This design comes from an exercise in tuning for a short achievable clock period and few clock cycles on the open sky130 flow, not from production work. RTL that was checked went through simulation tests only; none was proved equivalent to the original. No functional check of the RTL was part of runs 1 to 4. No run shown here takes its clock network from TritonCTS; it comes from the design's own scripts or RTL. The flow treats the clock pin as an ideal source. Dropping or thinning the clock tree relies on that and would not hold on a real chip. Power figures rest on the tool's default switching activity, not on a simulated workload.

## flow/config.mk

```make
export PLATFORM = sky130hd
export DESIGN_NAME = procesamiento
export DESIGN_NICKNAME = procesamiento
export VERILOG_FILES = /design/flow/design.v
export SDC_FILE = /design/flow/constraint.sdc
export NUM_CORES = 4
export LEC_CHECK = 0
export ABC_CLOCK_PERIOD_IN_PS = 1500
export CAP_MARGIN = 20
export CORE_MARGIN = 2
export CORE_UTILIZATION = 60
export PLACE_DENSITY = 0.7
export SETUP_SLACK_MARGIN = 3.5
export SLEW_MARGIN = 20
export TNS_END_PERCENT = 100
```

## flow/constraint.sdc

```tcl
create_clock -name core_clock -period 5.0 [get_ports {clk}]
set_input_delay 1.0000 -clock core_clock [delete_from_list [all_inputs] [get_ports {clk}]]
set_output_delay 1.0000 -clock core_clock [all_outputs]
set_load 0.01 [all_outputs]
```

## flow/design.v

```verilog
`timescale 10ns / 1ns
module procesamiento#(
		parameter n = 120,
		parameter m = 160,
		parameter AW = 15,
		parameter DW = 12
		)
		(
		clk,
		rst,
		init_procesamiento,
		proc_addr_in,
		proc_data_in,
		color,
		figure,
		done
   );
input clk;
input rst;
input init_procesamiento;
output reg [AW-1:0] proc_addr_in;
input [DW-1:0] proc_data_in;
output reg [1:0] color;
output reg [1:0] figure;
output reg done;
localparam [14:0] IDLE_ADDR = 15'd158;    
reg init_q;                      
reg busy, rdv;
reg s0, s1, sA, s159, s160;      
reg first, fin, lastrow;
reg [7:0] pc;
reg [5:0] r;
reg [14:0] addr_p1;              
reg lo_ones;                     
reg [14:0] c159;                 
reg [14:0] an;                   
reg [14:0] bm, b0;               
reg Snz;                         
reg fin7, fin8;                  
wire start = ~busy & init_q;
wire rowend = (s159 & ~Snz) | s160;
wire [14:0] inc = {lo_ones ? addr_p1[14:5] + 10'd1 : addr_p1[14:5], addr_p1[4:0] + 5'd1};
always @(posedge clk) init_q <= ~rst & init_procesamiento;
always @(posedge clk) begin
	proc_addr_in <= IDLE_ADDR;
	if (rst) begin
		busy <= 0; rdv <= 0;
		s0 <= 1; s1 <= 0; sA <= 0; s159 <= 0; s160 <= 0;
		first <= 1; fin <= 0; lastrow <= 0;
		pc <= 0; r <= 0;
		addr_p1 <= 0; lo_ones <= 0; c159 <= 15'd159;
		an <= IDLE_ADDR; bm <= 15'h7fff; b0 <= 15'd0;
	end else begin
		if (fin8) busy <= 0;
		if (start) busy <= 1;
		if (s0 & (rdv | start)) begin
			if (fin) begin
				rdv <= 0; first <= 1; fin <= 0; r <= 0; lastrow <= 0;
				an <= IDLE_ADDR; bm <= 15'h7fff; b0 <= 15'd0; c159 <= 15'd159;
			end else begin
				rdv <= 1;
				s0 <= 0; s1 <= 1;
				proc_addr_in <= bm; addr_p1 <= b0; lo_ones <= &b0[4:0];
				an <= an + 15'd480; bm <= bm + 15'd480; b0 <= b0 + 15'd480;
			end
		end
		if (rdv) begin
			if (s1) begin
				s1 <= 0; sA <= 1; pc <= 8'd2;
				proc_addr_in <= addr_p1; addr_p1 <= inc; lo_ones <= addr_p1[4:0] == 5'd30;
			end
			if (sA & ~s159) begin
				pc <= pc + 8'd1;
				s159 <= (pc == 8'd158);
				proc_addr_in <= addr_p1; addr_p1 <= inc; lo_ones <= addr_p1[4:0] == 5'd30;
			end
			if (s159 & Snz) begin
				sA <= 0; s159 <= 0; s160 <= 1;
				proc_addr_in <= c159;
			end
			if (rowend) begin
				sA <= 0; s159 <= 0; s160 <= 0; s0 <= 1;
				proc_addr_in <= lastrow ? IDLE_ADDR : an;
				c159 <= c159 + 15'd480;
				first <= 0;
				fin <= lastrow;
				r <= r + 6'd1;
				lastrow <= (r == 6'd38);
			end
		end
	end
end
reg [11:0] d1;
reg f1_p0, f1_first, f1_fin, f1_pa, f1_p159, f1_p160;
always @(posedge clk) begin
	d1 <= proc_data_in;
	f1_first <= first;
	f1_fin <= fin;
	if (rst) begin
		f1_p0 <= 0; f1_pa <= 0; f1_p159 <= 0; f1_p160 <= 0;
	end else begin
		f1_p0 <= (rdv | start) & s0;
		f1_pa <= rdv & sA;
		f1_p159 <= rdv & s159;
		f1_p160 <= rdv & s160;
	end
end
reg [11:0] t2, Sreg;
reg nz2, nz157, en2, re2, fin2, clr2;
wire nz1 = |d1;
wire en1 = (f1_pa & nz2) | f1_p160 | (f1_p0 & ~f1_first & nz157);
always @(posedge clk) begin
	nz2 <= nz1;
	t2 <= en1 ? (f1_p0 ? Sreg : d1) : 12'd0;
	if (f1_p0) begin Sreg <= d1; Snz <= nz1; end
	if (f1_p159) nz157 <= nz1;
	if (rst) begin
		en2 <= 0; re2 <= 0; fin2 <= 0; clr2 <= 0;
	end else begin
		en2 <= en1;
		re2 <= f1_p0 & ~f1_first;
		fin2 <= f1_p0 & f1_fin;
		clr2 <= f1_p0 & f1_first;
	end
end
reg [3:0] R0, R1, R2, G0, G1, G2, B0, B1, B2;
reg [4:0] R3, G3, B3;
reg Rk0, Rk1, Rk2, Gk0, Gk1, Gk2, Bk0, Bk1, Bk2;
reg [7:0] w, wf, wprev;
reg wvld, wgt;
reg [5:0] fv, am;
reg rf3, rf4, rf5, fin3, fin4, fin5, fin6;
always @(posedge clk) begin
	if (clr2) begin
		{Rk0, R0} <= 0; {Rk1, R1} <= 0; {Rk2, R2} <= 0; R3 <= 0;
		{Gk0, G0} <= 0; {Gk1, G1} <= 0; {Gk2, G2} <= 0; G3 <= 0;
		{Bk0, B0} <= 0; {Bk1, B1} <= 0; {Bk2, B2} <= 0; B3 <= 0;
	end else begin
		{Rk0, R0} <= R0 + t2[11:8];
		{Rk1, R1} <= R1 + Rk0;
		{Rk2, R2} <= R2 + Rk1;
		R3 <= R3 + Rk2;
		{Gk0, G0} <= G0 + t2[7:4];
		{Gk1, G1} <= G1 + Gk0;
		{Gk2, G2} <= G2 + Gk1;
		G3 <= G3 + Gk2;
		{Bk0, B0} <= B0 + t2[3:0];
		{Bk1, B1} <= B1 + Bk0;
		{Bk2, B2} <= B2 + Bk1;
		B3 <= B3 + Bk2;
	end
	if (clr2 | rf3) w <= 0;
	else w <= w + en2;
	if (rf3) wf <= w;
	if (rf4) begin
		wvld <= wf > 8'd7;
		wgt <= wprev < wf;
	end
	if (clr2) begin
		fv <= 0; am <= 0; wprev <= 0;
	end else begin
		if (rf4) wprev <= wf;
		if (rf5 & wvld) begin
			fv <= fv + 6'd1;
			if (wgt) am <= am + 6'd1;
		end
	end
	if (rst) begin
		rf3 <= 0; rf4 <= 0; rf5 <= 0;
		fin3 <= 0; fin4 <= 0; fin5 <= 0; fin6 <= 0; fin7 <= 0; fin8 <= 0;
	end else begin
		rf3 <= re2;
		rf4 <= rf3;
		rf5 <= rf4;
		fin3 <= fin2;
		fin4 <= fin3;
		fin5 <= fin4;
		fin6 <= fin5;
		fin7 <= fin6;
		fin8 <= fin7;
	end
end
wire [16:0] R = {R3, R2, R1, R0};
wire [16:0] G = {G3, G2, G1, G0};
wire [16:0] B = {B3, B2, B1, B0};
function [2:0] cmp3;             
	input [5:0] a, b;
	cmp3 = {a > b, a < b, a == b};
endfunction
reg [2:0] cRG2, cRG1, cRG0, cRB2, cRB1, cRB0, cGB2, cGB1, cGB0;
reg rg, gr, rb, br, gb, bg;
reg fa, fb, fz;
always @(posedge clk) begin
	cRG2 <= cmp3({1'b0, R[16:12]}, {1'b0, G[16:12]}); cRG1 <= cmp3(R[11:6], G[11:6]); cRG0 <= cmp3(R[5:0], G[5:0]);
	cRB2 <= cmp3({1'b0, R[16:12]}, {1'b0, B[16:12]}); cRB1 <= cmp3(R[11:6], B[11:6]); cRB0 <= cmp3(R[5:0], B[5:0]);
	cGB2 <= cmp3({1'b0, G[16:12]}, {1'b0, B[16:12]}); cGB1 <= cmp3(G[11:6], B[11:6]); cGB0 <= cmp3(G[5:0], B[5:0]);
	rg <= cRG2[2] | (cRG2[0] & (cRG1[2] | (cRG1[0] & cRG0[2])));
	gr <= cRG2[1] | (cRG2[0] & (cRG1[1] | (cRG1[0] & cRG0[1])));
	rb <= cRB2[2] | (cRB2[0] & (cRB1[2] | (cRB1[0] & cRB0[2])));
	br <= cRB2[1] | (cRB2[0] & (cRB1[1] | (cRB1[0] & cRB0[1])));
	gb <= cGB2[2] | (cGB2[0] & (cGB1[2] | (cGB1[0] & cGB0[2])));
	bg <= cGB2[1] | (cGB2[0] & (cGB1[1] | (cGB1[0] & cGB0[1])));
	fa <= fv >= am && am > (fv >> 1);
	fb <= (fv >> 1) >= am && am > (fv >> 2);
	fz <= fv > 0;
end
always @(posedge clk) begin
	if (rst) begin
		done <= 0; color <= 0; figure <= 0;
	end else if (start) begin
		done <= 0;
	end else if (fin8) begin
		done <= 1;
		if (rg & rb) color <= 2'd1;
		else if (gr & gb) color <= 2'd2;
		else if (br & bg) color <= 2'd3;
		else color <= 2'd0;
		if (fa) figure <= 2'd1;
		else if (fb) figure <= 2'd2;
		else if (fz) figure <= 2'd3;
		else figure <= 2'd0;
	end
end
endmodule
```

## flow/flow/run.sh

```bash
#!/bin/bash
# Standard ORFS layout, except that the clock tree is built by flow/cts_hook.tcl
# (a two-level tree of clkbuf_16: clock port -> 4 buffers -> leaf buffers ->
# flip-flops) in place of TritonCTS. Everything else is the standard.sh.
set -euo pipefail
export PRE_CTS_TCL="$PWD/flow/cts_hook.tcl"
bash standard.sh > "$PWD/standard_flow.log" 2>&1
```

## flow/flow/cts_hook.tcl

```tcl
# Custom clock tree, run as ORFS's PRE_CTS_TCL hook on the placed design.
# The clock port drives NMID clkbuf_16, each driving NSUB leaf clkbuf_16, each
# driving an equal share of the flip-flops, grouped by recursive bisection of
# their placed locations. TritonCTS is then skipped.

set ccts_nmid 4
set ccts_nsub 3
if {[info exists ::env(CCTS_NMID)]} { set ccts_nmid $::env(CCTS_NMID) }
if {[info exists ::env(CCTS_NSUB)]} { set ccts_nsub $::env(CCTS_NSUB) }

proc ccts_center {it} {
  set box [[$it getInst] getBBox]
  return [list [expr {([$box xMin] + [$box xMax]) / 2}] [expr {([$box yMin] + [$box yMax]) / 2}]]
}

# items: list of {x y payload}; split into n groups of near-equal size
proc ccts_split {items n} {
  if {$n <= 1} { return [list $items] }
  set xs [lmap i $items {lindex $i 0}]
  set ys [lmap i $items {lindex $i 1}]
  set dx [expr {[tcl::mathfunc::max {*}$xs] - [tcl::mathfunc::min {*}$xs]}]
  set dy [expr {[tcl::mathfunc::max {*}$ys] - [tcl::mathfunc::min {*}$ys]}]
  set key [expr {$dx >= $dy ? 0 : 1}]
  set sorted [lsort -integer -index $key $items]
  set n1 [expr {$n / 2}]
  set n2 [expr {$n - $n1}]
  set cut [expr {round([llength $sorted] * double($n1) / $n)}]
  set a [lrange $sorted 0 [expr {$cut - 1}]]
  set b [lrange $sorted $cut end]
  return [concat [ccts_split $a $n1] [ccts_split $b $n2]]
}

proc ccts_centroid {items} {
  set sx 0.0; set sy 0.0
  foreach i $items { set sx [expr {$sx + [lindex $i 0]}]; set sy [expr {$sy + [lindex $i 1]}] }
  set k [llength $items]
  return [list [expr {round($sx / $k)}] [expr {round($sy / $k)}]]
}

proc ccts_buffer {block master name x y innet} {
  set inst [odb::dbInst_create $block $master $name]
  set w [[$inst getMaster] getWidth]
  set h [[$inst getMaster] getHeight]
  $inst setLocation [expr {$x - $w / 2}] [expr {$y - $h / 2}]
  $inst setPlacementStatus PLACED
  set net [odb::dbNet_create $block "${name}_net"]
  $net setSigType CLOCK
  [$inst findITerm A] connect $innet
  [$inst findITerm X] connect $net
  return $net
}

set block [ord::get_db_block]
set master [[ord::get_db] findMaster sky130_fd_sc_hd__clkbuf_16]
set clknet [$block findNet clk]
$clknet setSigType CLOCK

set sinks {}
foreach it [$clknet getITerms] {
  lassign [ccts_center $it] x y
  lappend sinks [list $x $y $it]
}
puts "ccts: [llength $sinks] clock sinks, $ccts_nmid x $ccts_nsub leaf buffers"

set mi 0
foreach mgroup [ccts_split $sinks $ccts_nmid] {
  set leaves [ccts_split $mgroup $ccts_nsub]
  set lcent [lmap l $leaves {ccts_centroid $l}]
  lassign [ccts_centroid $lcent] mx my
  set mnet [ccts_buffer $block $master "ccts_mid_$mi" $mx $my $clknet]
  set li 0
  foreach l $leaves c $lcent {
    lassign $c lx ly
    set lnet [ccts_buffer $block $master "ccts_leaf_${mi}_$li" $lx $ly $mnet]
    foreach s $l {
      set it [lindex $s 2]
      $it disconnect
      $it connect $lnet
    }
    puts "ccts: leaf ${mi}_$li at $lx $ly drives [llength $l] sinks"
    incr li
  }
  incr mi
}

global_connect
set_propagated_clock [all_clocks]

# TritonCTS is replaced by the tree above.
rename clock_tree_synthesis ccts_unused_clock_tree_synthesis
proc clock_tree_synthesis {args} { puts "ccts: TritonCTS skipped" }
```

## flow/standard.sh

```bash
#!/bin/bash
# synth_recipe.tcl (not shown) runs the flow's synth.tcl, then flattens the netlist and writes it again
# the make line also repeats each setting of config.mk as NAME=value (left out here)
make -C /OpenROAD-flow-scripts/flow DESIGN_CONFIG=/design/flow/config.mk WORK_HOME=/design/flow/orfs CLKGATE_MAP_FILE= SYNTH_SCRIPT=/design/flow/synth_recipe.tcl "${@:-finish}"
```

==> summary.md, run 1 <==
| Metric | Value |
|---|---|
| Status | complete, no violations |
| Area Growth Syn to Fin | 25.5% |
| Crit path time final | roughly 1.8 ns |
| Fin nets | 1,663 |
| Synth unique cells | between 80 and 90 |
| Max_cap viols | 0 |
| Most frequently used flop master after synthesis | dfxtp_1 |
| Sequential share of the synthesized area | 45.7% |
| Area contributors post-synth | dfxtp_1 (40%), ha_1 (11%), edfxtp_1 (5.3%) |
| Placer Congestion | ~0.84 |
| Largest area contributor in the netlist | dfxtp_1 |
| Sw frac | around 27% |
| Avg Cell Area, Syn | 9.71 µm² |
| Dpl hpwl | about 19,000 µm |
| Max-slew headroom | 59.6% |
| Vias in the first global route | 10,300 |
| Die Span Y | between 150 and 200 µm |
| Yosys reg bits | ~300 |
| Worst-Margin Slew | just over 0.6 ns |
| Setup Skew | 0.0370 ns |
| Clock Latency Late Sink | ~0.33 ns |
| Cell-internal power | 3.74 mW |
| Post-synth ARST share | 0% |
| Vias per cell | just over 6 |
| Fin. Hold Viols | 0 |
| Die area | approximately 24,000 µm² |
| Buffers on Ports | 34 |
| Initial Utilization | between 60 and 70% |
| Antenna cells | 0 |
| Share of the synthesized area in the top cell type | 40.4% |
| Worst R2R Path Depth | 5 |
| Hold Buf Count CTS | 0 |
| First drt pass iteration count | 6 |
| Pwr Density | 304 nW/µm² |
| RSZ-0062 raised after global routing | true |
| Io pins | 35 |
| Net load switching power | between 1 and 1.5 mW |
| Finished Core Util | between 70% and 80% |
| Initial DRC Count | between 900 and 1,000 |
| Share of layout cells above drive strength 1 | a little over a quarter |
| Cell Rows | 54 |
| Detailed-route DRC error count | 0 |
| Logic gate share of total power | 21.7% |
| First-pass GRT wire length | 51,900 µm |
| Critical path class | reg2out |
| Worst path depth | 1 |
| Top delay family on crit path | flip-flops |
| FILL cells | between 1,000 and 1,500 |
| Hold path depth | 0 |
| Worst Setup End Kind | output port |
| Post-synth EDFFs | 24 |
| Final Total Pwr | 5.15 mW |
| Largest net degree at the start of global routing | 72 |
| Worst Path Max Fanout | 1 |
| Placeable Area | 22,000 µm² |
| Global Route Usage Sum | around a quarter |
| Fin Setup TNS | 0 ns |
| Cells after Synth | between 1,000 and 1,500 |
| Total vias in the final route | between 10,000 and 15,000 |
| CP max stage cell | dfxtp_2 |
| Max Clock Freq | between 0.5 and 0.6 GHz |
| Final slew viol count | 0 |
| CP required | approximately 4.0 ns |
| Die W | 154 µm |
| CP arrival | about 0.80 ns |
| CTS clk-pin slew, worst paths | 0.11 ns |
| Worst path cell trace | buf_6 |
| Syn_nets | 1,525 |
| Avg WL per Cell | 19.4 µm |
| Clk pwr share | roughly a quarter |
| Initial antenna violation count | 0 |
| Total grt overflow | 0 |
| Critical Path Start Type | register |
| Final wirelength | 34,900 µm |
| Slowest cell delay on critical path | around 0.38 ns |
| Hold Crit Class | reg2reg |
| Leakage | 6.81 nW |
| Power share of the sequential group | between 50% and 60% |
| Number of synthesis warnings | 1 |
| Top cells by count, synth | dfxtp_1 (272), nor2_1 (125), ha_1 (119) |
| Antenna viol nets, final | 0 |
| Fin crit share | 36.1% |
| Mapped Area | roughly 13,000 µm² |
| Setup violators final | 0 |
| Maximum vdd drop | about 0.37 mV |
| CP Buf/Inv Count | 1 |
| Cell with the most instances after synthesis | dfxtp_1 |
-- final timing paths --
path / start / to / slack (ns)
max: proc_addr_in[3]$_SDFF_PP1_ / proc_addr_in[3] / 3.20
max reg2reg: s159$_SDFFE_PP0P_ / addr_p1[10]$_SDFF_PP0_ / 3.36
min reg2reg: first$_SDFF_PP1_ / f1_first$_DFF_P_ / 0.38
min: first$_SDFF_PP1_ / f1_first$_DFF_P_ / 0.38
-- state kept, by name, summed over array words and instances, names as in the netlist, 5 cells and up --
signal,cells
B3,5
G3,5
R3,5
Sreg,12
addr_p1,15
am,6
an,10
b0,10
bm,11
c159,15
d1,12
fv,6
pc,8
proc_addr_in,15
r,6
t2,12
w,8
wf,8
wprev,8
-- power by group through the flow --
stage	sequential [mW]	clock, mW	combinational, mW
2_1_floorplan	2.74	0	0.590
3_3_place_gp	2.78	0	0.726
3_5_place_dp	2.79	0	0.741
4_1_cts	2.74	1.29	0.933
5_1_grt	2.77	1.39	1.22
6_report	2.74	1.29	1.12
-- stage by stage --
| stage | setup slack [ns] | std cells | hold slack [ns] | area (µm²) |
|---|---|---|---|---|
| floorplan | 3.24 | 1388 | 0.331 | 13600 |
| global placement | 2.16 | 1643 | 0.336 | 13900 |
| detailed placement | 2.18 | 1643 | 0.348 | 13900 |
| CTS | 3.21 | 1745 | 0.363 | 15800 |
| global route | 3.18 | 1804 | 0.398 | 16900 |
| finish | 3.20 | 1804 | 0.377 | 16900 |
-- cell type report --
cell class                      instances  area (µm²)  share of cell area (%)
Timing Repair Buffer                  174        1830                    10.8
Timing Repair inverter                  2        17.5                   0.104
Sequential cell                       296        6310                    37.3
Inverter                               94         389                    2.30
Buffer                                 16         400                    2.37
Tap cell                              280         350                    2.07
Multi-Input combinational cell        942        7610                    45.0
-- what timing repair did --
action	CTS	global route
endpoints found under the setup margin	171	125
setup buffers	74	54
gates cloned	12	5
pin swaps	47	95
gates resized for setup	269	142
-- layout by cell type (no fill, tap or decap), drive strengths merged, types with 41 or more instances in the layout --
| cell type | count |
|---|---|
| inv | 93 |
| o21ai | 49 |
| dfxtp | 272 |
| nor2b | 48 |
| ha | 119 |
| buf | 156 |
| nand3 | 41 |
| a21oi | 50 |
| nor2 | 126 |
| nand2 | 80 |
-- cells by family (layout without fill, tap and decap cells) --
kind of cell | after synthesis | after routing | share of synthesized area (%)
buffers and inverters | 159 | 286 | 4.97
AO/OA/AOI/OAI | 270 | 276 | 14.1
flip-flops | 296 | 296 | 45.7
multiplexers | 35 | 35 | 2.64
adder cells (fa/ha/maj) | 122 | 122 | 11.5
XOR/XNOR | 62 | 62 | 4.03
AND/OR/NAND/NOR | 444 | 447 | 17.0
-- routing by layer --
| layer | vias to the layer above | track usage, % | wire, µm |
|---|---|---|---|
| met5 | - | 0 | 0 |
| met4 | 0 | 7.74 | 1490 |
| met3 | 149 | 3.16 | 2830 |
| met2 | 472 | 44.2 | 15900 |
| met1 | 5216 | 35.7 | 14700 |
| li1 | 5178 | - | - |
==> run 2, diff against run 1 <==
--- a/flow/flow/cts_hook.tcl
+++ b/flow/flow/cts_hook.tcl
@@ -4,7 +4,7 @@
 # their placed locations. TritonCTS is then skipped.
 
 set ccts_nmid 4
-set ccts_nsub 3
+set ccts_nsub 4
 if {[info exists ::env(CCTS_NMID)]} { set ccts_nmid $::env(CCTS_NMID) }
 if {[info exists ::env(CCTS_NSUB)]} { set ccts_nsub $::env(CCTS_NSUB) }
 
==> run 2 against run 1 <==
Compared with the run above:
- routed wire length about the same
- via count about the same
- area after synthesis unchanged
- fmax down 0.48%
- power up 2.8%
- core utilization up 0.38 points
- die area unchanged
- design area up 0.49%
- clock skew down 0.0066 ns
- register-to-register slack worse by 0.06 ns
- critical path depth unchanged
- largest cell class unchanged
- still clean
- synthesized cell count unchanged
==> summary.md, run 2 <==
| Metric | Value |
|---|---|
| Fin. Hold Viols | 0 (unchanged) |
| Sw frac | 26.9% (-0.39 points) |
| CP Buf/Inv Count | 1 (unchanged) |
| Share of the synthesized area in the top cell type | 40.4% (unchanged) |
| Adder-Cell Fraction of Synth Area | 11.5% (unchanged) |
| Worst-Margin Slew | 0.601 ns (-0.00412 ns) |
| Antenna viol nets, final | 0 (unchanged) |
| Largest family of logic cells by synthesized area | simple AND/OR/NAND/NOR gates |
| Global Route Usage Sum | 25.5% (-0.71 points) |
| Worst Setup End Kind | output port |
| Fin nets | 1,666 (+0.18%) |
| CP required | 4.00 ns (about the same) |
| Io pins | 35 (unchanged) |
| Crit path time final | 1.81 ns (+0.00879 ns) |
| Die area | 23,700 µm² (unchanged) |
| RSZ-0062 raised after global routing | true |
| Most frequently used flop master after synthesis | dfxtp_1 |
| Detailed-route DRC error count | 0 (unchanged) |
| Final non-filler cell total | 1,807 (+0.17%) |
| Cell Rows | 54 (unchanged) |
| First drt pass iteration count | 9 (+3) |
| Dpl hpwl | 18,700 µm (unchanged) |
| Placed Cells | 1,643 (unchanged) |
| Largest area contributor in the netlist | dfxtp_1 |
| Fin crit share | 36.3% (+0.18 points) |
| Max Clock Freq | 0.551 GHz (-0.48%) |
| Simple-gate share of the synthesized area | 17.0% (unchanged) |
| Most frequent cells in the layout | dfxtp_1 (200), nor2_1 (122), ha_1 (101) |
| Top flop regs | addr_p1 x15, c159 x15, proc_addr_in x15 |
| Die W | 154 µm (unchanged) |
| Multi-input gate area | 7620 µm² (about the same) |
| Final slew viol count | 0 (unchanged) |
| Post-synth EDFFs | 24 (unchanged) |
| Max_cap viols | 0 (unchanged) |
| Die Span Y | 154 µm (unchanged) |
| Placer Congestion | 0.838 (unchanged) |
| Maximum vdd drop | 0.308 mV (-17%) |
| Worst Path Max Fanout | 1 (unchanged) |
| Cell with the most instances after synthesis | dfxtp_1 |
| Syn_nets | 1,525 (unchanged) |
| Clock Latency Late Sink | 0.32 ns (about the same) |
| Largest net degree at the start of global routing | 72 (unchanged) |
| Critical path class | reg2out |
| Vias in the first global route | 10,200 (-1.7%) |
| Power share of the sequential group | 51.8% (-1.5 points) |
| Top delay family on crit path | flip-flops |
| Net load switching power | 1.42 mW (+1.3%) |
| Antenna cells | 0 (unchanged) |
| CP arrival | 0.81 ns (about the same) |
| Total grt overflow | 0 (unchanged) |
| Sequential share of the synthesized area | 45.7% (unchanged) |
| Hold Crit Class | reg2reg |
| Final Total Pwr | 5.29 mW (+2.8%) |
| Initial DRC Count | 1,062 (+6.6%) |
| Worst path cell trace | buf_6 |
| Total vias in the final route | 11,000 (+0.091%) |
| Initial Utilization | 61.4% (unchanged) |
| Setup violators final | 0 (unchanged) |
| Avg Cell Area, Syn | 9.71 µm² (unchanged) |
| Share of layout cells above drive strength 1 | 26.9% (-0.12 points) |
| Cells after Synth | 1,388 (unchanged) |
| Logic gate share of total power | 20.7% (-1.0 points) |
| Area Growth Syn to Fin | 26.1% |
| Area contributors post-synth | dfxtp_1 (40%), ha_1 (11%), edfxtp_1 (5.3%) |
| Leakage | 6.86 nW (+0.79%) |
| Synth unique cells | 81 (unchanged) |
| Cell-internal power | 3.87 mW (+3.3%) |
| Top cells by count, synth | dfxtp_1 (272), nor2_1 (125), ha_1 (119) |
| FF+latch area | 6310 µm² (about the same) |
| Placeable Area | 22,000 µm² (unchanged) |
| Number of synthesis warnings | 1 (unchanged) |
| Initial antenna violation count | 0 (unchanged) |
| Hold slack | 0.379 ns (+0.00110 ns) |
| First-pass GRT wire length | 50,600 µm (-2.4%) |
| Vias per cell | 6.10 (about the same) |
| Clk pwr share | 27.5% (+2.5 points) |
| Final wirelength | 35,000 µm (about the same) |
| FILL cells | 1,388 (-3.3%) |
| Compound-Gate Fraction of Synth Area | 14.1% (unchanged) |
| Multiplexer area fraction after synthesis | 2.65% (unchanged) |
| Post-synth ARST share | 0% (unchanged) |
| CP max stage cell | dfxtp_2 |
| Max-slew headroom | 59.9% (+0.27 points) |
| Mapped Area | 13,500 µm² (unchanged) |
| CTS clk-pin slew, worst paths | 0.09 ns (-0.02 ns) |
| Most common cell after layout, fill and taps aside | dfxtp_1 |
| Status | complete, no violations |
| XOR/XNOR Fraction of Synth Area | 4.03% (unchanged) |
| Avg WL per Cell | 19.3 µm (about the same) |
| Slowest cell delay on critical path | 0.38 ns (about the same) |
| Yosys reg bits | 296 (unchanged) |
| Setup Skew | 0.0304 ns (-0.00665 ns) |
| Pwr Density | 311 nW/µm² (+2.3%) |
| Critical Path Start Type | register |
| Buffers on Ports | 34 (unchanged) |
| Fin Setup TNS | 0 ns (unchanged) |
## run 2: per-layer routing
layer  vias up  GRT usage (%)  share of wire, %
met3       165           3.66               7.4
li1       5183              -                 -
met1      5175           35.1                42
met2       502           42.2                46
met4         0           7.61               4.7
met5         -              0                 0
## run 2: worst paths after layout
kind	from	endpoint	slack (ns)	cells after the start
worst min register to register	first$_SDFF_PP1_	f1_first$_DFF_P_	0.38	0
worst max register to register	busy$_SDFFE_PP0P_	addr_p1[14]$_SDFF_PP0_	3.30	6
worst min-delay path	first$_SDFF_PP1_	f1_first$_DFF_P_	0.38	0
worst max-delay path	proc_addr_in[1]$_SDFF_PP1_	proc_addr_in[1]	3.19	1
## run 2: area by class of cell
type	instances	area share, %
multi-input combinational	942	44.8
sequential	296	37.1
timing repair buffer	174	10.7
buffer	20	2.94
inverter	94	2.26
tap	280	2.06
timing repair inverter	1	0.0957
## run 2: logic make-up (layout without fill, tap and decap cells)
| family | Yosys count | after routing |
|---|---|---|
| flops | 296 | 296 |
| compound gates | 270 | 277 |
| mux | 35 | 35 |
| simple gates | 444 | 446 |
| xor+xnor | 62 | 62 |
| fa+ha+maj | 122 | 122 |
| buf+inv | 159 | 289 |
## run 2: repair_timing
action	in CTS	in global routing
endpoints found under the setup margin	172	120
cloned	11	4
buffers inserted	65	64
pin swaps	40	89
resized for setup	254	182
hold buffers	0	0
## run 2: worst reg2reg max path, delay by kind of cell (launching register included)
family | cells | cell delay [ns]
simple gates | 2 | 0.50
buf+inv | 2 | 0.25
compound gates | 2 | 0.52
flops | 1 | 0.34
## run 2: through the flow
step	util [%]	cell area, µm²	setup WS [ns]
finish	77.4	17000	3.19
global route	77.4	17000	3.18
CTS	71.6	15700	3.21
detailed placement	63.5	13900	2.18
global placement	63.5	13900	2.16
floorplan	-	13600	3.24
## run 2: power by group through the flow
stage | clock network (mW) | logic [mW] | registers, mW
floorplan | 0 | 0.590 | 2.74
global placement | 0 | 0.726 | 2.78
detailed placement | 0 | 0.741 | 2.79
CTS | 1.46 | 0.901 | 2.74
global route | 1.56 | 1.20 | 2.77
finish | 1.46 | 1.10 | 2.74
==> run 3, diff against run 2 <==
--- a/flow/flow/cts_hook.tcl
+++ b/flow/flow/cts_hook.tcl
@@ -4,7 +4,7 @@
 # their placed locations. TritonCTS is then skipped.
 
 set ccts_nmid 4
-set ccts_nsub 4
+set ccts_nsub 6
 if {[info exists ::env(CCTS_NMID)]} { set ccts_nmid $::env(CCTS_NMID) }
 if {[info exists ::env(CCTS_NSUB)]} { set ccts_nsub $::env(CCTS_NSUB) }
 
==> run 3 against run 2 <==
Compared with the run above:
- still clean on timing, DRC and antenna
- final cell count grew 0.33%
- die area is the same
- clock power grew 23%
- design area grew 1.2%
- fmax shrank 0.48%
- global-route usage grew 0.67 points
- area after synthesis is the same
- worst hold slack lost 0.0084 ns
==> summary.md, run 3 <==
| Metric | Value |
|---|---|
| Compound-Gate Fraction of Synth Area | 14.1% (unchanged) |
| GR Util met1 | 35.3% (+0.27 points) |
| Antenna cells | 0 (unchanged) |
| GRT busiest layer | met2 |
| Syn_nets | 1,525 (unchanged) |
| Antenna viol nets, final | 0 (unchanged) |
| Sequential share of the synthesized area | 45.7% (unchanged) |
| Placer Congestion | 0.838 (unchanged) |
| Pwr Density | 328 nW/µm² (+5.3%) |
| Initial DRC Count | 1,140 (+7.3%) |
| Setup violators final | 0 (unchanged) |
| CP max stage cell | dfxtp_4 |
| Top delay family on crit path | flip-flops |
| Total vias in the final route | 11,200 (+1.2%) |
| Top cells by count, synth | dfxtp_1 (272), nor2_1 (125), ha_1 (119) |
| Share of the synthesized area in the top cell type | 40.4% (unchanged) |
| Die W | 154 µm (unchanged) |
| CP required | 4.00 ns (about the same) |
| Most common cell after layout, fill and taps aside | dfxtp_1 |
| Setup ws final | 3.18 ns (-0.00880 ns) |
| Worst-Margin Slew | 0.597 ns (-0.00420 ns) |
| Placeable Area | 22,000 µm² (unchanged) |
| Final slew viol count | 0 (unchanged) |
| Post-synth ARST share | 0% (unchanged) |
| Area Growth Syn to Fin | 27.6% |
| GRT met2 Usage | 44.6% (+2.4 points) |
| Fin crit share | 36.5% (+0.18 points) |
| Yosys reg bits | 296 (unchanged) |
| Critical Path Start Type | register |
| Leakage | 6.94 nW (+1.1%) |
| XOR/XNOR Fraction of Synth Area | 4.03% (unchanged) |
| Avg WL per Cell | 20.1 µm (+3.7%) |
| Final wirelength | 36,400 µm (+4.0%) |
| Maximum vdd drop | 0.281 mV (-8.6%) |
| Fin nets | 1,672 (+0.36%) |
| Global Route Usage Sum | 26.2% (+0.67 points) |
| FILL cells | 1,384 (-0.29%) |
| First-pass GRT wire length | 52,100 µm (+2.9%) |
| Hold Crit Class | reg2reg |
| First drt pass iteration count | 6 (-3) |
| Dpl hpwl | 18,700 µm (unchanged) |
| Die Span Y | 154 µm (unchanged) |
| Max Clock Freq | 0.549 GHz (-0.48%) |
| Io pins | 35 (unchanged) |
| Max-slew headroom | 60.2% (+0.28 points) |
| Vias in the first global route | 10,400 (+2.4%) |
| Most frequent cells in the layout | dfxtp_1 (201), nor2_1 (122), ha_1 (98) |
| Max_cap viols | 0 (unchanged) |
| Finished Core Util | 78.3% (+0.93 points) |
| M3 GR Usage | 3.61% (-0.056 points) |
| Fin. Hold Viols | 0 (unchanged) |
| Crit path time final | 1.82 ns (+0.00880 ns) |
| Top flop regs | addr_p1 x15, c159 x15, proc_addr_in x15 |
| Clock Latency Late Sink | 0.34 ns (+0.02 ns) |
| Total grt overflow | 0 (unchanged) |
| Synth unique cells | 81 (unchanged) |
| Worst Path Max Fanout | 1 (unchanged) |
| Slowest cell delay on critical path | 0.36 ns (-0.02 ns) |
| Worst path cell trace | buf_6 |
| Multiplexer area fraction after synthesis | 2.65% (unchanged) |
| Cell Rows | 54 (unchanged) |
| Initial antenna violation count | 0 (unchanged) |
| Area contributors post-synth | dfxtp_1 (40%), ha_1 (11%), edfxtp_1 (5.3%) |
| Largest family of logic cells by synthesized area | simple AND/OR/NAND/NOR gates |
| Largest net degree at the start of global routing | 72 (unchanged) |
| CTS clk-pin slew, worst paths | 0.07 ns (-0.02 ns) |
| Largest area contributor in the netlist | dfxtp_1 |
| Mapped Area | 13,500 µm² (unchanged) |
| RSZ-0062 raised after global routing | true |
| Avg Cell Area, Syn | 9.71 µm² (unchanged) |
| Status | complete, no violations |
| Adder-Cell Fraction of Synth Area | 11.5% (unchanged) |
| Critical path class | reg2out |
| Cell with the most instances after synthesis | dfxtp_1 |
| Post-synth EDFFs | 24 (unchanged) |
| Buffers on Ports | 34 (unchanged) |
| Most frequently used flop master after synthesis | dfxtp_1 |
| Worst Setup End Kind | output port |
| Initial Utilization | 61.4% (unchanged) |
| Share of layout cells above drive strength 1 | 27.2% (+0.29 points) |
| Cells after Synth | 1,388 (unchanged) |
| Vias per cell | 6.16 (+0.89%) |
| Dpl ws | 2.18 ns (unchanged) |
| CP arrival | 0.82 ns (about the same) |
| Setup Skew | 0.0448 ns (+0.0145 ns) |
| Die area | 23,700 µm² (unchanged) |
| Number of synthesis warnings | 1 (unchanged) |
| Fin Setup TNS | 0 ns (unchanged) |
| Simple-gate share of the synthesized area | 17.0% (unchanged) |
| CP Buf/Inv Count | 1 (unchanged) |
| Detailed-route DRC error count | 0 (unchanged) |
## run 3: area by class of cell
type,count,area (µm²),share of cell area (%)
Sequential cell,296,6300,36.6
Timing Repair Buffer,171,1810,10.5
Multi-Input combinational cell,941,7600,44.2
Timing Repair inverter,3,32.5,0.189
Inverter,94,403,2.34
Buffer,28,701,4.07
Tap cell,280,350,2.04
## run 3: logic make-up after synthesis
kind of cell             Yosys count
AO/OA/AOI/OAI                    270
XOR/XNOR                          62
buffers and inverters            159
adder cells (fa/ha/maj)          122
flip-flops                       296
multiplexers                      35
AND/OR/NAND/NOR                  444
## run 3: worst paths after layout
kind                                            startpoint                  to  slack (ns)  depth (start not counted)
worst max-delay path            proc_addr_in[4]$_SDFF_PP1_     proc_addr_in[4]        3.18                          1
worst min-delay path                      first$_SDFF_PP1_    f1_first$_DFF_P_        0.37                          0
worst max register to register           s159$_SDFFE_PP0P_  pc[7]$_SDFFE_PP0P_        3.27                          6
worst min register to register            first$_SDFF_PP1_    f1_first$_DFF_P_        0.37                          0
## run 3: timing repair
action,in CTS,in global routing
hold endpoints to repair,0,0
resized for setup,260,168
pin swaps,50,84
buffers inserted,74,52
hold buffers,0,0
setup endpoints to repair,171,121
gates cloned,11,5
## run 3: layer usage
metal  up-vias  part of all wire (%)  routed length, µm
met5         -                     0                  0
met4         0                   5.5               1990
met3       190                   8.1               2940
met2       533                    46              16600
met1      5244                    41              14800
li1       5193                     -                  -
## run 3: worst register-to-register path, stage by stage, from the launching register on
cell	delay (ns)
dfxtp_4	0.37
and2b_4	0.29
buf_4	0.14
o21ai_4	0.08
buf_4	0.16
o31ai_1	0.36
a21oi_1	0.18
## run 3: power by group
part	switching [mW]	leakage [nW]	internal, mW
Sequential	0.146	2.45	2.60
Combinational	0.547	4.14	0.552
Clock	0.802	0.345	0.989
## run 3: metrics by stage
stage          hold slack, ns  cell area [µm²]  instances  power [mW]
5_1_grt                 0.383            17200       1813        5.89
2_1_floorplan           0.331            13600       1388        3.33
3_3_place_gp            0.336            13900       1643        3.51
3_5_place_dp            0.348            13900       1643        3.53
4_1_cts                 0.359            16100       1756        5.45
6_report                0.370            17200       1813        5.64
==> run 4, diff against run 3 <==
--- a/flow/flow/cts_hook.tcl
+++ b/flow/flow/cts_hook.tcl
@@ -4,7 +4,7 @@
 # their placed locations. TritonCTS is then skipped.
 
 set ccts_nmid 4
-set ccts_nsub 6
+set ccts_nsub 3
 if {[info exists ::env(CCTS_NMID)]} { set ccts_nmid $::env(CCTS_NMID) }
 if {[info exists ::env(CCTS_NSUB)]} { set ccts_nsub $::env(CCTS_NSUB) }
 
@@ -55,6 +55,36 @@
 set clknet [$block findNet clk]
 $clknet setSigType CLOCK
 
+# Move each flip-flop that drives an output port's buffer next to that buffer,
+# so the flip-flop's output wire is short; detailed placement legalizes it.
+set die [$block getDieArea]
+set dcx [expr {([$die xMin] + [$die xMax]) / 2}]
+set dcy [expr {([$die yMin] + [$die yMax]) / 2}]
+foreach bt [$block getBTerms] {
+  if {[$bt getIoType] ne "OUTPUT"} { continue }
+  set n [$bt getNet]
+  if {$n eq "NULL"} { continue }
+  set buf ""
+  foreach it [$n getITerms] { if {[$it isOutputSignal]} { set buf [$it getInst] } }
+  if {$buf eq ""} { continue }
+  set a [$buf findITerm A]
+  if {$a eq "NULL" || [$a getNet] eq "NULL"} { continue }
+  set ff ""
+  foreach it [[$a getNet] getITerms] { if {[$it isOutputSignal]} { set ff [$it getInst] } }
+  if {$ff eq "" || ![string match "*dfxtp*" [[$ff getMaster] getName]]} { continue }
+  set bb [$buf getBBox]
+  set bx [expr {([$bb xMin] + [$bb xMax]) / 2}]
+  set by [expr {([$bb yMin] + [$bb yMax]) / 2}]
+  set dx [expr {$dcx - $bx}]
+  set dy [expr {$dcy - $by}]
+  set d [expr {sqrt($dx * $dx + $dy * $dy) + 1.0}]
+  set step 6000
+  set fx [expr {round($bx + $step * $dx / $d - [[$ff getMaster] getWidth] / 2)}]
+  set fy [expr {round($by + $step * $dy / $d - [[$ff getMaster] getHeight] / 2)}]
+  $ff setLocation $fx $fy
+  puts "ccts: [$ff getName] moved next to [$buf getName]"
+}
+
 set sinks {}
 foreach it [$clknet getITerms] {
   lassign [ccts_center $it] x y
==> run 4 against run 3 <==
Compared with the run above:
- first-iteration DRC count up 4.8%
- via count up 3.4%
- routed wire length up 4.4%
- clock skew up 0.0046 ns
- setup slack better by 0.023 ns
- critical path type is now reg2reg
- largest power group unchanged
==> summary.md, run 4 <==
| Metric | Value |
|---|---|
| Final wirelength | 38,000 µm (+4.4%) |
| Clock Latency Late Sink | 0.34 ns (about the same) |
| Share of layout cells above drive strength 1 | 30.3% (+3.1 points) |
| GRT busiest layer | met2 |
| Total grt overflow | 0 (unchanged) |
| Vias in the first global route | 10,300 (-1.1%) |
| Max_cap viols | 0 (unchanged) |
| Final instance area | 17,500 µm² (+1.5%) |
| RSZ-0062 raised after global routing | true |
| Most frequently used flop master after synthesis | dfxtp_1 |
| Largest area contributor in the netlist | dfxtp_1 |
| Global Route Usage Sum | 26.4% (+0.20 points) |
| Hold Crit Class | reg2reg |
| Post-synth ARST share | 0% (unchanged) |
| Number of synthesis warnings | 1 (unchanged) |
| Cell Area, Placed | 13,900 µm² (unchanged) |
| Total vias in the final route | 11,500 (+3.4%) |
| Maximum vdd drop | 0.391 mV (+39%) |
| Area contributors post-synth | dfxtp_1 (40%), ha_1 (11%), edfxtp_1 (5.3%) |
| Critical Path Start Type | register |
| Fin crit share | 36.0% (-0.46 points) |
| Placeable Area | 22,000 µm² (unchanged) |
| Top flop regs | addr_p1 x15, c159 x15, proc_addr_in x15 |
| Final slew viol count | 0 (unchanged) |
| Hold Buf Count CTS | 0 (unchanged) |
| Share of the synthesized area in the top cell type | 40.4% (unchanged) |
| Worst Setup End Kind | register |
| Area Growth Syn to Fin | 29.5% |
| Sequential share of the synthesized area | 45.7% (unchanged) |
| Max Clock Freq | 0.556 GHz (+1.3%) |
| Fin Setup TNS | 0 ns (unchanged) |
| Leakage | 6.96 nW (+0.26%) |
| Buffers on Ports | 34 (unchanged) |
| Crit path time final | 1.80 ns (-0.0228 ns) |
| Syn_nets | 1,525 (unchanged) |
| Antenna cells | 0 (unchanged) |
| Io pins | 35 (unchanged) |
| Initial Utilization | 61.4% (unchanged) |
| Die W | 154 µm (unchanged) |
| Critical path class | reg2reg |
| Die Span Y | 154 µm (unchanged) |
| Hold path depth | 0 (unchanged) |
| CP required | 5.20 ns (+1.20 ns) |
| Max-slew headroom | 58.6% (-1.6 points) |
| Post-synth EDFFs | 24 (unchanged) |
| Largest net degree at the start of global routing | 72 (unchanged) |
| Yosys reg bits | 296 (unchanged) |
| Antenna viol nets, final | 0 (unchanged) |
| First drt pass iteration count | 6 (unchanged) |
| Final non-filler cell total | 1,822 (+0.50%) |
| Top cells by count, synth | dfxtp_1 (272), nor2_1 (125), ha_1 (119) |
| Worst Path Max Fanout | 5 (+4) |
| Initial DRC Count | 1,195 (+4.8%) |
| CP arrival | 2.00 ns (+1.18 ns) |
| Cell with the most instances after synthesis | dfxtp_1 |
| Avg Cell Area, Syn | 9.71 µm² (unchanged) |
| Placed Cells | 1,643 (unchanged) |
| Pwr Density | 298 nW/µm² (-9.3%) |
| Cell Rows | 54 (unchanged) |
| Most frequent cells in the layout | dfxtp_1 (198), nor2_1 (121), buf_4 (107) |
| Initial antenna violation count | 0 (unchanged) |
| Placer Congestion | 0.838 (unchanged) |
| Vias per cell | 6.33 (+2.9%) |
| Cells after Synth | 1,388 (unchanged) |
| CTS clk-pin slew, worst paths | 0.12 ns (+0.05 ns) |
| First-pass GRT wire length | 52,300 µm (+0.36%) |
| Die area | 23,700 µm² (unchanged) |
| Synth unique cells | 81 (unchanged) |
| Setup Skew | 0.0495 ns (+0.00463 ns) |
| Avg WL per Cell | 20.8 µm (+3.9%) |
| Detailed-route DRC error count | 0 (unchanged) |
| GR Util met1 | 36.5% (+1.2 points) |
| GRT met2 Usage | 44.9% (+0.34 points) |
| Status | complete, no violations |
| Worst R2R Path Depth | 6 (unchanged) |
| Most common cell after layout, fill and taps aside | dfxtp_1 |
| Dpl hpwl | 18,700 µm (unchanged) |
| Worst-Margin Slew | 0.621 ns (+0.0241 ns) |
| Fin. Hold Viols | 0 (unchanged) |
| Setup violators final | 0 (unchanged) |
| Fin nets | 1,681 (+0.54%) |
| M3 GR Usage | 2.31% (-1.3 points) |
| Mapped Area | 13,500 µm² (unchanged) |
==> run 4: cell count changes in the layout (fill, tap and decap cells not counted), moves of 5 or more <==
cell	previous run	this run
dfxtp_4	18	24
buf_6	51	43
a21oi_1	43	36
a21oi_2	5	12
o31ai_1	5	0
a22oi_2	0	6
buf_4	84	107
a22oi_1	9	3
o31ai_4	1	6
clkbuf_16	29	18
==> run 4: kinds of logic after synthesis <==
| family | after synthesis | share of synthesized area [%] |
|---|---|---|
| AOI/OAI and AO/OA | 270 | 14.1 |
| xor gates and xnor gates | 62 | 4.03 |
| adders and majority gates | 122 | 11.5 |
| buffers and inverters | 159 | 4.97 |
| DFF | 296 | 45.7 |
| muxes | 35 | 2.64 |
| and+or+nand+nor | 444 | 17.0 |
==> run 4: final cells by class <==
cell class / instances / area, µm²
Timing Repair inverter: 3 / 36.3
Sequential cell: 296 / 6320
Buffer: 16 / 400
Timing Repair Buffer: 191 / 2010
Multi-Input combinational cell: 942 / 7940
Inverter: 94 / 398
Fill cell: 1323 / 4500
Tap cell: 280 / 350
==> run 4: repair_timing <==
action	4_1_cts	5_1_grt
gates cloned	11	8
pin swaps	49	105
resized for setup	270	211
endpoints found under the setup margin	171	123
setup buffers	88	56
==> run 4: critical path, cell delays in order (launching register included) <==
cell,delay (ns)
dfxtp_4,0.43
clkinvlp_4,0.14
buf_4,0.18
a21oi_4,0.25
buf_4,0.18
mux2i_1,0.08
o311ai_1,0.39
==> run 4: stage by stage <==
stage	utilization [%]	power, mW	hold WS [ns]	setup slack (ns)
floorplan	-	3.33	0.331	3.24
global placement	63.5	3.51	0.336	2.16
detailed placement	63.5	3.53	0.348	2.18
CTS	72.7	4.96	0.363	3.22
global route	79.5	5.40	0.394	3.02
finish	79.5	5.19	0.380	3.20
==> run 4: report_power, final <==
group	switching [mW]	total, mW	internal, mW
logic	0.579	1.15	0.576
registers	0.145	2.74	2.60
clock network	0.716	1.30	0.580
total	1.44	5.19	3.75
==> run 4: worst paths after layout <==
path	to	slack (ns)	start
setup / recovery	addr_p1[10]$_SDFF_PP0_	3.20	s1$_SDFF_PP0_
hold / removal	f1_first$_DFF_P_	0.38	first$_SDFF_PP1_
setup reg to reg	addr_p1[10]$_SDFF_PP0_	3.20	s1$_SDFF_PP0_
hold reg to reg	f1_first$_DFF_P_	0.38	first$_SDFF_PP1_
==> run 4: layer usage <==
metal / part of all wire [%] / routed length (µm) / up-vias
met2: 45 / 17300 / 643
met4: 5.5 / 2090 / 0
met3: 8.3 / 3150 / 226
met1: 41 / 15500 / 5453
li1: - / - / 5217
met5: 0 / 0 / -
==> run 5, diff against run 4 <==
--- a/flow/design.v
+++ b/flow/design.v
@@ -27,66 +27,72 @@
 reg init_q;                      
 reg busy, rdv;
 reg s0, s1, sA, s159, s160;      
+reg s0go;                        
 reg first, fin, lastrow;
 reg [7:0] pc;
 reg [5:0] r;
 reg [14:0] addr_p1;              
 reg lo_ones;                     
-reg [14:0] c159;                 
 reg [14:0] an;                   
 reg [14:0] bm, b0;               
+reg [14:0] c159;                 
 reg Snz;                         
 reg fin7, fin8;                  
 wire start = ~busy & init_q;
 wire rowend = (s159 & ~Snz) | s160;
+wire sel_bm = s0go | (s0 & start);
+wire sel_p1 = s1 | (sA & ~s159);
+wire sel_c159 = s159 & Snz;
 wire [14:0] inc = {lo_ones ? addr_p1[14:5] + 10'd1 : addr_p1[14:5], addr_p1[4:0] + 5'd1};
 always @(posedge clk) init_q <= ~rst & init_procesamiento;
 always @(posedge clk) begin
-	proc_addr_in <= IDLE_ADDR;
+	if (sel_bm) proc_addr_in <= bm;
+	else if (sel_p1) proc_addr_in <= addr_p1;
+	else if (sel_c159) proc_addr_in <= c159;
+	else proc_addr_in <= an;
+	addr_p1 <= s0 ? b0 : inc;
+	lo_ones <= s0 ? &b0[4:0] : addr_p1[4:0] == 5'd30;
+	if (sel_bm) begin
+		an <= lastrow ? IDLE_ADDR : an + 15'd480;
+		bm <= bm + 15'd480;
+		b0 <= b0 + 15'd480;
+	end else if (~busy) begin
+		an <= IDLE_ADDR; bm <= 15'h7fff; b0 <= 15'd0;
+	end
+	if (rowend) c159 <= c159 + 15'd480;
+	else if (~busy) c159 <= 15'd159;
+end
+always @(posedge clk) begin
 	if (rst) begin
 		busy <= 0; rdv <= 0;
-		s0 <= 1; s1 <= 0; sA <= 0; s159 <= 0; s160 <= 0;
+		s0 <= 1; s1 <= 0; sA <= 0; s159 <= 0; s160 <= 0; s0go <= 0;
 		first <= 1; fin <= 0; lastrow <= 0;
 		pc <= 0; r <= 0;
-		addr_p1 <= 0; lo_ones <= 0; c159 <= 15'd159;
-		an <= IDLE_ADDR; bm <= 15'h7fff; b0 <= 15'd0;
 	end else begin
 		if (fin8) busy <= 0;
-		if (start) busy <= 1;
+		if (start) begin busy <= 1; rdv <= 1; end
 		if (s0 & (rdv | start)) begin
 			if (fin) begin
 				rdv <= 0; first <= 1; fin <= 0; r <= 0; lastrow <= 0;
-				an <= IDLE_ADDR; bm <= 15'h7fff; b0 <= 15'd0; c159 <= 15'd159;
 			end else begin
-				rdv <= 1;
 				s0 <= 0; s1 <= 1;
-				proc_addr_in <= bm; addr_p1 <= b0; lo_ones <= &b0[4:0];
-				an <= an + 15'd480; bm <= bm + 15'd480; b0 <= b0 + 15'd480;
 			end
 		end
-		if (rdv) begin
-			if (s1) begin
-				s1 <= 0; sA <= 1; pc <= 8'd2;
-				proc_addr_in <= addr_p1; addr_p1 <= inc; lo_ones <= addr_p1[4:0] == 5'd30;
-			end
-			if (sA & ~s159) begin
-				pc <= pc + 8'd1;
-				s159 <= (pc == 8'd158);
-				proc_addr_in <= addr_p1; addr_p1 <= inc; lo_ones <= addr_p1[4:0] == 5'd30;
-			end
-			if (s159 & Snz) begin
-				sA <= 0; s159 <= 0; s160 <= 1;
-				proc_addr_in <= c159;
-			end
-			if (rowend) begin
-				sA <= 0; s159 <= 0; s160 <= 0; s0 <= 1;
-				proc_addr_in <= lastrow ? IDLE_ADDR : an;
-				c159 <= c159 + 15'd480;
-				first <= 0;
-				fin <= lastrow;
-				r <= r + 6'd1;
-				lastrow <= (r == 6'd38);
-			end
+		if (s1) begin
+			s1 <= 0; sA <= 1;
+		end
+		pc <= s1 ? 8'd3 : pc + 8'd1;
+		if (sA & ~s159) s159 <= (pc == 8'd159);
+		if (sel_c159) begin
+			sA <= 0; s159 <= 0; s160 <= 1;
+		end
+		s0go <= rowend & ~lastrow;
+		if (rowend) begin
+			sA <= 0; s159 <= 0; s160 <= 0; s0 <= 1;
+			first <= 0;
+			fin <= lastrow;
+			r <= r + 6'd1;
+			lastrow <= (r == 6'd38);
 		end
 	end
 end
@@ -100,9 +106,9 @@
 		f1_p0 <= 0; f1_pa <= 0; f1_p159 <= 0; f1_p160 <= 0;
 	end else begin
 		f1_p0 <= (rdv | start) & s0;
-		f1_pa <= rdv & sA;
-		f1_p159 <= rdv & s159;
-		f1_p160 <= rdv & s160;
+		f1_pa <= sA;
+		f1_p159 <= s159;
+		f1_p160 <= s160;
 	end
 end
 reg [11:0] t2, Sreg;
--- a/flow/flow/cts_hook.tcl
+++ b/flow/flow/cts_hook.tcl
@@ -1,10 +1,11 @@
 # Custom clock tree, run as ORFS's PRE_CTS_TCL hook on the placed design.
-# The clock port drives NMID clkbuf_16, each driving NSUB leaf clkbuf_16, each
+# The clock port drives NMID clkbuf_16, each driving NSUB leaf buffers, each
 # driving an equal share of the flip-flops, grouped by recursive bisection of
 # their placed locations. TritonCTS is then skipped.
 
 set ccts_nmid 4
-set ccts_nsub 3
+set ccts_nsub 6
+set ccts_leaf sky130_fd_sc_hd__clkbuf_8
 if {[info exists ::env(CCTS_NMID)]} { set ccts_nmid $::env(CCTS_NMID) }
 if {[info exists ::env(CCTS_NSUB)]} { set ccts_nsub $::env(CCTS_NSUB) }
 
@@ -52,6 +53,7 @@
 
 set block [ord::get_db_block]
 set master [[ord::get_db] findMaster sky130_fd_sc_hd__clkbuf_16]
+set lmaster [[ord::get_db] findMaster $ccts_leaf]
 set clknet [$block findNet clk]
 $clknet setSigType CLOCK
 
@@ -101,7 +103,7 @@
   set li 0
   foreach l $leaves c $lcent {
     lassign $c lx ly
-    set lnet [ccts_buffer $block $master "ccts_leaf_${mi}_$li" $lx $ly $mnet]
+    set lnet [ccts_buffer $block $lmaster "ccts_leaf_${mi}_$li" $lx $ly $mnet]
     foreach s $l {
       set it [lindex $s 2]
       $it disconnect
==> run 5 against run 4 <==
Compared with the run above:
- fmax up 2.4%
- setup slack better by 0.043 ns
- via count down 24%
- register-to-register slack better by 0.16 ns
- global-route usage down 5.0 points
- design area down 14%
- critical path type is now reg2out
- combinational power up 17%
- still clean on timing, DRC and antenna
==> summary.md, run 5 <==
| Metric | Value |
|---|---|
| Status | complete, no violations |
| Min-delay src | first$_SDFFE_PP1P_ |
| Initial DRC Count | 386 (-68%) |
| Synth unique cells | 56 (-31%) |
| Top cells by count, synth | dfxtp_1 (217), nor2_1 (133), ha_1 (118) |
| CP arrival | 0.76 ns (-1.24 ns) |
| Worst Setup End Kind | output port |
| Power share of the sequential group | 53.1% (+0.3 points) |
| CTS clk-pin slew, worst paths | 0.09 ns (-0.03 ns) |
| Final wirelength | 25,000 µm (-34%) |
| Hold Buf Count CTS | 0 (unchanged) |
| Hold path depth | 0 (unchanged) |
| Clock Latency Late Sink | 0.31 ns (-0.03 ns) |
| Cell-internal power | 4.02 mW (+7.2%) |
| Net load switching power | 1.58 mW (+9.5%) |
| Top delay family on crit path | flip-flops |
| Global Route Usage Sum | 21.5% (-5.0 points) |
| Max Clock Freq | 0.569 GHz (+2.4%) |
| RSZ-0062 raised after global routing | true |
| Fin. Hold Viols | 0 (unchanged) |
| Setup ws final | 3.24 ns (+0.0430 ns) |
| Multi-input gate area | 6250 µm² (-21%) |
| Setup Skew | 0.0170 ns (-0.0325 ns) |
| Avg Cell Area, Syn | 10.4 µm² (+6.8%) |
| Setup violators final | 0 (unchanged) |
| Flop2flop setup slack | 3.36 ns (+0.16 ns) |
| Final Total Pwr | 5.60 mW (+7.8%) |
| R2R Path Start | b0[6]$_SDFFCE_PN0P_ |
| Maximum vdd drop | 0.253 mV (-35%) |
| Io pins | 35 (unchanged) |
| Post-synth EDFFs | 74 (+210%) |
| Placer Congestion | 0.793 (-5.4%) |
| Detailed-route DRC error count | 0 (unchanged) |
| Cell with the most instances after synthesis | dfxtp_1 |
| Fin Setup TNS | 0 ns (unchanged) |
| Critical path class | reg2out |
| Cells after Synth | 1,215 (-12%) |
| Placeable Area | 20,800 µm² (-5.2%) |
| Fin nets | 1,459 (-13%) |
| Most frequent cells in the layout | dfxtp_1 (172), nor2_1 (132), ha_1 (96) |
| Clk pwr share | 22.8% (-2.1 points) |
| Sequential share of the synthesized area | 52.1% (+6.3 points) |
| Largest net degree at the start of global routing | 53 (-26%) |
| FILL cells | 1,480 (+12%) |
| First drt pass iteration count | 5 (-1) |
| Most frequently used flop master after synthesis | dfxtp_1 |
| CP Buf/Inv Count | 1 (-2) |
| Vias per cell | 5.47 (-14%) |
| Most common cell after layout, fill and taps aside | dfxtp_1 |
| Slowest cell delay on critical path | 0.33 ns (-0.10 ns) |
| Crit Reg-Reg Endpoint | b0[14]$_SDFFCE_PN0P_ |
| Worst-Margin Slew | 0.620 ns (-0.000467 ns) |
| Leakage | 6.18 nW (-11%) |
| Placed Cells | 1,492 (-9.2%) |
| Hold Crit Class | reg2reg |
| Worst path cell trace | buf_6 |
| Post-synth ARST share | 0% (unchanged) |
| Total grt overflow | 0 (unchanged) |
| Vias in the first global route | 8,393 (-18%) |
| Total vias in the final route | 8,726 (-24%) |
| Syn_nets | 1,351 (-11%) |
| Cell Area, Placed | 13,200 µm² (-5.5%) |
| Antenna cells | 0 (unchanged) |
| Largest area contributor in the netlist | dfxtp_1 |
| Number of synthesis warnings | 1 (unchanged) |
| Logic gate share of total power | 24.0% (+1.8 points) |
| Die area | 22,200 µm² (-6.3%) |
| Worst Hold End | f1_first$_DFF_P_ |
| Die W | 149 µm (-3.2%) |
| Final instance area | 15,000 µm² (-14%) |
| Worst Path Max Fanout | 1 (-4) |
| Share of the synthesized area in the top cell type | 34.5% (-5.9 points) |
| FF+latch area | 6650 µm² (+5.2%) |
| Final slew viol count | 0 (unchanged) |
| Pwr Density | 374 nW/µm² (+26%) |
| Initial Utilization | 60.6% (-0.84 points) |
| Worst R2R Path Depth | 4 (-2) |
| Final non-filler cell total | 1,596 (-12%) |
| Initial antenna violation count | 0 (unchanged) |
| Area contributors post-synth | dfxtp_1 (34%), edfxtp_1 (18%), ha_1 (12%) |
| Mapped Area | 12,600 µm² (-6.5%) |
| Dpl ws | 2.27 ns (+0.0853 ns) |
| Avg WL per Cell | 15.7 µm (-25%) |
| Antenna viol nets, final | 0 (unchanged) |
| Fin crit share | 35.1% (-0.86 points) |
| Max-slew headroom | 58.7% (+0.088 points) |
| Yosys reg bits | 291 (-1.7%) |
| Crit path time final | 1.76 ns (-0.0430 ns) |
| Area Growth Syn to Fin | 18.7% |
| CP max stage cell | dfxtp_2 |
| Cell Rows | 53 (-1.9%) |
| Top flop regs | addr_p1 x15, proc_addr_in x15 |
| Dpl hpwl | 15,500 µm (-17%) |
| Die Span Y | 149 µm (-3.2%) |
| CP required | 4.00 ns (-1.20 ns) |
| Critical Path Start Type | register |
| Max_cap viols | 0 (unchanged) |
| Share of layout cells above drive strength 1 | 22.0% (-8.3 points) |
| Sw frac | 28.1% (+0.43 points) |
| First-pass GRT wire length | 39,800 µm (-24%) |
| Buffers on Ports | 34 (unchanged) |
## run 5: repair_timing
action / 4_1_cts / 5_1_grt
gates cloned: 3 / 0
pin swaps: 31 / 44
gates resized for setup: 180 / 108
endpoints found under the hold margin: 0 / 0
setup buffers: 41 / 32
endpoints found under the setup margin: 227 / 127
## run 5: cell families (layout without fill, tap and decap cells)
kind of cell               Yosys count  after routing  share of synthesized area [%]
AOI/OAI and AO/OA                  162            165                           8.17
xor gates and xnor gates            79             79                           5.49
adders and majority gates          121            121                           12.2
buffers and inverters              125            228                           4.01
DFF                                291            291                           52.1
muxes                               22             22                           1.76
and+or+nand+nor                    415            415                           16.3
## run 5: how the worst max path moves through the flow
stage	to	slack, ns	from	cells after the start
finish	proc_addr_in[9]	3.24	proc_addr_in[9]$_DFF_P_	1
CTS	proc_addr_in[5]	3.24	proc_addr_in[5]$_DFF_P_	1
global route	proc_addr_in[6]	3.23	proc_addr_in[6]$_DFF_P_	1
global placement	s159$_SDFFE_PP0P_	2.29	rst	5
detailed placement	s159$_SDFFE_PP0P_	2.27	rst	5
floorplan	c159[13]$_SDFFCE_PN0P_	3.48	c159[5]$_SDFFCE_PN0P_	6
## run 5: layer usage
layer / wire length [µm] / up-vias / track usage [%]
li1: - / 4400 / -
met1: 11400 / 4105 / 28.7
met2: 12000 / 175 / 37.2
met3: 1090 / 46 / 3.15
met4: 537 / 0 / 4.67
met5: 0 / - / 0
## run 5: power by group through the flow
stage	clock (mW)	sequential, mW	combinational, mW
floorplan	0	2.94	0.761
global placement	0	3.00	0.997
detailed placement	0	3.00	1.02
CTS	1.31	2.95	1.13
global route	1.40	3.01	1.52
finish	1.28	2.97	1.35
## run 5: cell type report
class / count / area share, %
Sequential cell: 291 / 44.4
Multi-Input combinational cell: 802 / 41.8
Timing Repair Buffer: 110 / 6.39
Buffer: 28 / 2.88
Tap cell: 275 / 2.30
Inverter: 90 / 2.29
## run 5: stage by stage
| stage | hold WS (ns) | utilization [%] |
|---|---|---|
| after global routing | 0.371 | 71.9 |
| after floorplan | 0.323 | - |
| after global placement | 0.352 | 63.3 |
| final | 0.365 | 71.9 |
| after CTS | 0.359 | 68.3 |
| after detailed placement | 0.350 | 63.3 |
Testbench counts of run 5, summed over its fixed seeds: cycles 615,628.
==> run 6, diff against run 5 <==
--- a/flow/flow/cts_hook.tcl
+++ b/flow/flow/cts_hook.tcl
@@ -4,8 +4,8 @@
 # their placed locations. TritonCTS is then skipped.
 
 set ccts_nmid 4
-set ccts_nsub 6
-set ccts_leaf sky130_fd_sc_hd__clkbuf_8
+set ccts_nsub 8
+set ccts_leaf sky130_fd_sc_hd__clkbuf_4
 if {[info exists ::env(CCTS_NMID)]} { set ccts_nmid $::env(CCTS_NMID) }
 if {[info exists ::env(CCTS_NSUB)]} { set ccts_nsub $::env(CCTS_NSUB) }
 
==> run 6 against run 5 <==
Compared with the run above:
- still clean
- core utilization increased by 0.11 points
- flip-flop and latch count unchanged
- worst hold slack got worse by 0.0037 ns
- first-iteration DRC count increased by 0.52%
- setup slack got worse by 0.025 ns
- clock skew increased by 0.0074 ns
- area after synthesis unchanged
- die area unchanged
- register-to-register slack improved by 0.02 ns
- design area increased by 0.16%
- global-route usage decreased by 0.16 points
- sequential share of layout area about the same
- critical path type unchanged
==> summary.md, run 6 <==
| Metric | Value |
|---|---|
| Simple-gate share of the synthesized area | 16.3% (unchanged) |
| Cell with the most instances after synthesis | dfxtp_1 |
| Syn_nets | 1,351 (unchanged) |
| M1 wire length | 11,700 µm (+3.1%) |
| Hold slack | 0.361 ns (-0.00369 ns) |
| Slowest cell delay on critical path | 0.34 ns (about the same) |
| Cell-internal power | 3.89 mW (-3.3%) |
| Placer Congestion | 0.793 (unchanged) |
| Initial Utilization | 60.6% (unchanged) |
| Avg WL per Cell | 15.8 µm (+0.53%) |
| Die Span Y | 149 µm (unchanged) |
| Final instance area | 15,000 µm² (+0.16%) |
| Dpl ws | 2.27 ns (unchanged) |
| Post-synth EDFFs | 74 (unchanged) |
| RSZ-0062 raised after global routing | true |
| Critical path class | reg2out |
| Leakage | 6.21 nW (+0.49%) |
| Initial antenna violation count | 0 (unchanged) |
| Total vias in the final route | 8,800 (+0.85%) |
| Top flop regs | addr_p1 x15, proc_addr_in x15 |
| Fin Setup TNS | 0 ns (unchanged) |
| XOR/XNOR Fraction of Synth Area | 5.49% (unchanged) |
| Detailed-route DRC error count | 0 (unchanged) |
| Max-slew headroom | 60.3% (+1.7 points) |
| Most frequently used flop master after synthesis | dfxtp_1 |
| Area Growth Syn to Fin | 18.9% |
| Most common cell after layout, fill and taps aside | dfxtp_1 |
| Placed Cells | 1,492 (unchanged) |
| Fin crit share | 35.6% (+0.51 points) |
| Final Total Pwr | 5.46 mW (-2.6%) |
| Setup violators final | 0 (unchanged) |
| Max Clock Freq | 0.561 GHz (-1.4%) |
| Top cells by count, synth | dfxtp_1 (217), nor2_1 (133), ha_1 (118) |
| Max_cap viols | 0 (unchanged) |
| Final non-filler cell total | 1,612 (+1.0%) |
| First drt pass iteration count | 5 (unchanged) |
| Largest area contributor in the netlist | dfxtp_1 |
| Worst Hold End | f1_first$_DFF_P_ |
| Clk pwr share | 20.8% (-2.0 points) |
| DR top layer | met4 |
| Worst R2R Path Depth | 4 (unchanged) |
| Sequential share of the synthesized area | 52.1% (unchanged) |
| Net load switching power | 1.56 mW (-0.78%) |
| Hold path depth | 0 (unchanged) |
| Worst path cell trace | buf_6 |
| Largest net degree at the start of global routing | 53 (unchanged) |
| Clock Latency Late Sink | 0.33 ns (+0.02 ns) |
| Fin. Hold Viols | 0 (unchanged) |
| Fin nets | 1,475 (+1.1%) |
| Most frequent cells in the layout | dfxtp_1 (163), nor2_1 (132), ha_1 (94) |
| Share of layout cells above drive strength 1 | 24.0% (+2.1 points) |
| Adder-Cell Fraction of Synth Area | 12.2% (unchanged) |
| Initial DRC Count | 388 (+0.52%) |
| CP arrival | 0.78 ns (+0.02 ns) |
| Cell Area, Placed | 13,200 µm² (unchanged) |
| Die W | 149 µm (unchanged) |
| Avg Cell Area, Syn | 10.4 µm² (unchanged) |
| Status | complete, no violations |
| Worst-Margin Slew | 0.594 ns (-0.0258 ns) |
| Critical Path Start Type | register |
| Yosys reg bits | 291 (unchanged) |
| Hold Crit Class | reg2reg |
| Power share of the sequential group | 54.5% (+1.4 points) |
| Flop2flop setup slack | 3.38 ns (+0.02 ns) |
| Area contributors post-synth | dfxtp_1 (34%), edfxtp_1 (18%), ha_1 (12%) |
| Largest family of logic cells by synthesized area | simple AND/OR/NAND/NOR gates |
| Final wirelength | 25,400 µm (+1.5%) |
| Share of the synthesized area in the top cell type | 34.5% (unchanged) |
| Vias in the first global route | 8,295 (-1.2%) |
| Top delay family on crit path | flip-flops |
| Antenna cells | 0 (unchanged) |
## run 6: cell counts after synthesis
No cell type changed its count.
## run 6: power groups by stage
stage	combinational [mW]	sequential [mW]	clock [mW]
2_1_floorplan	0.761	2.94	0
3_3_place_gp	0.997	3.00	0
3_5_place_dp	1.02	3.00	0
4_1_cts	1.15	2.96	1.17
5_1_grt	1.51	3.01	1.27
6_report	1.35	2.97	1.14
## run 6: how the worst max path moves through the flow
| stage | from | end | cells past startpoint |
|---|---|---|---|
| floorplan | c159[5]$_SDFFCE_PN0P_ | c159[13]$_SDFFCE_PN0P_ | 6 |
| finish | color[0]$_SDFFE_PP0P_ | color[0] | 1 |
| detailed placement | rst | s159$_SDFFE_PP0P_ | 5 |
| CTS | proc_addr_in[2]$_SDFF_PP1_ | proc_addr_in[2] | 1 |
| global placement | rst | s159$_SDFFE_PP0P_ | 5 |
| global route | color[0]$_SDFFE_PP0P_ | color[0] | 1 |
## run 6: cell families (layout without fill, tap and decap cells)
family,Yosys count,count (layout)
buffers and inverters,125,244
xor gates and xnor gates,79,79
and+or+nand+nor,415,415
adders and majority gates,121,121
AOI/OAI and AO/OA,162,165
DFF,291,291
muxes,22,22
## run 6: area by class of cell
cell class	count	area (µm²)	share of cell area [%]
Buffer	36	340	2.27
Timing Repair Buffer	118	1040	6.94
Tap cell	275	344	2.29
Multi-Input combinational cell	802	6270	41.8
Inverter	90	340	2.27
Sequential cell	291	6660	44.4
## run 6: what timing repair did
action                                  4_1_cts  5_1_grt
cloned                                        3        0
setup buffers                                45       36
hold buffers                                  0        0
pin swaps                                    27       43
endpoints found under the setup margin      229      129
resized for setup                           191      119
endpoints found under the hold margin         0        0
## run 6: layer usage
metal,vias up,track usage [%]
met4,0,3.95
li1,4445,-
met5,-,0
met3,39,2.81
met1,4159,29.5
met2,157,36.3

Setup slack of run 6, layout unchanged: 3.218 ns with ideal ports, 3.119 ns with driving cells assumed (clock clkbuf_16, inputs buf_2), 3.202 ns with port delays also shifted by the 0.417 ns mid clock arrival.
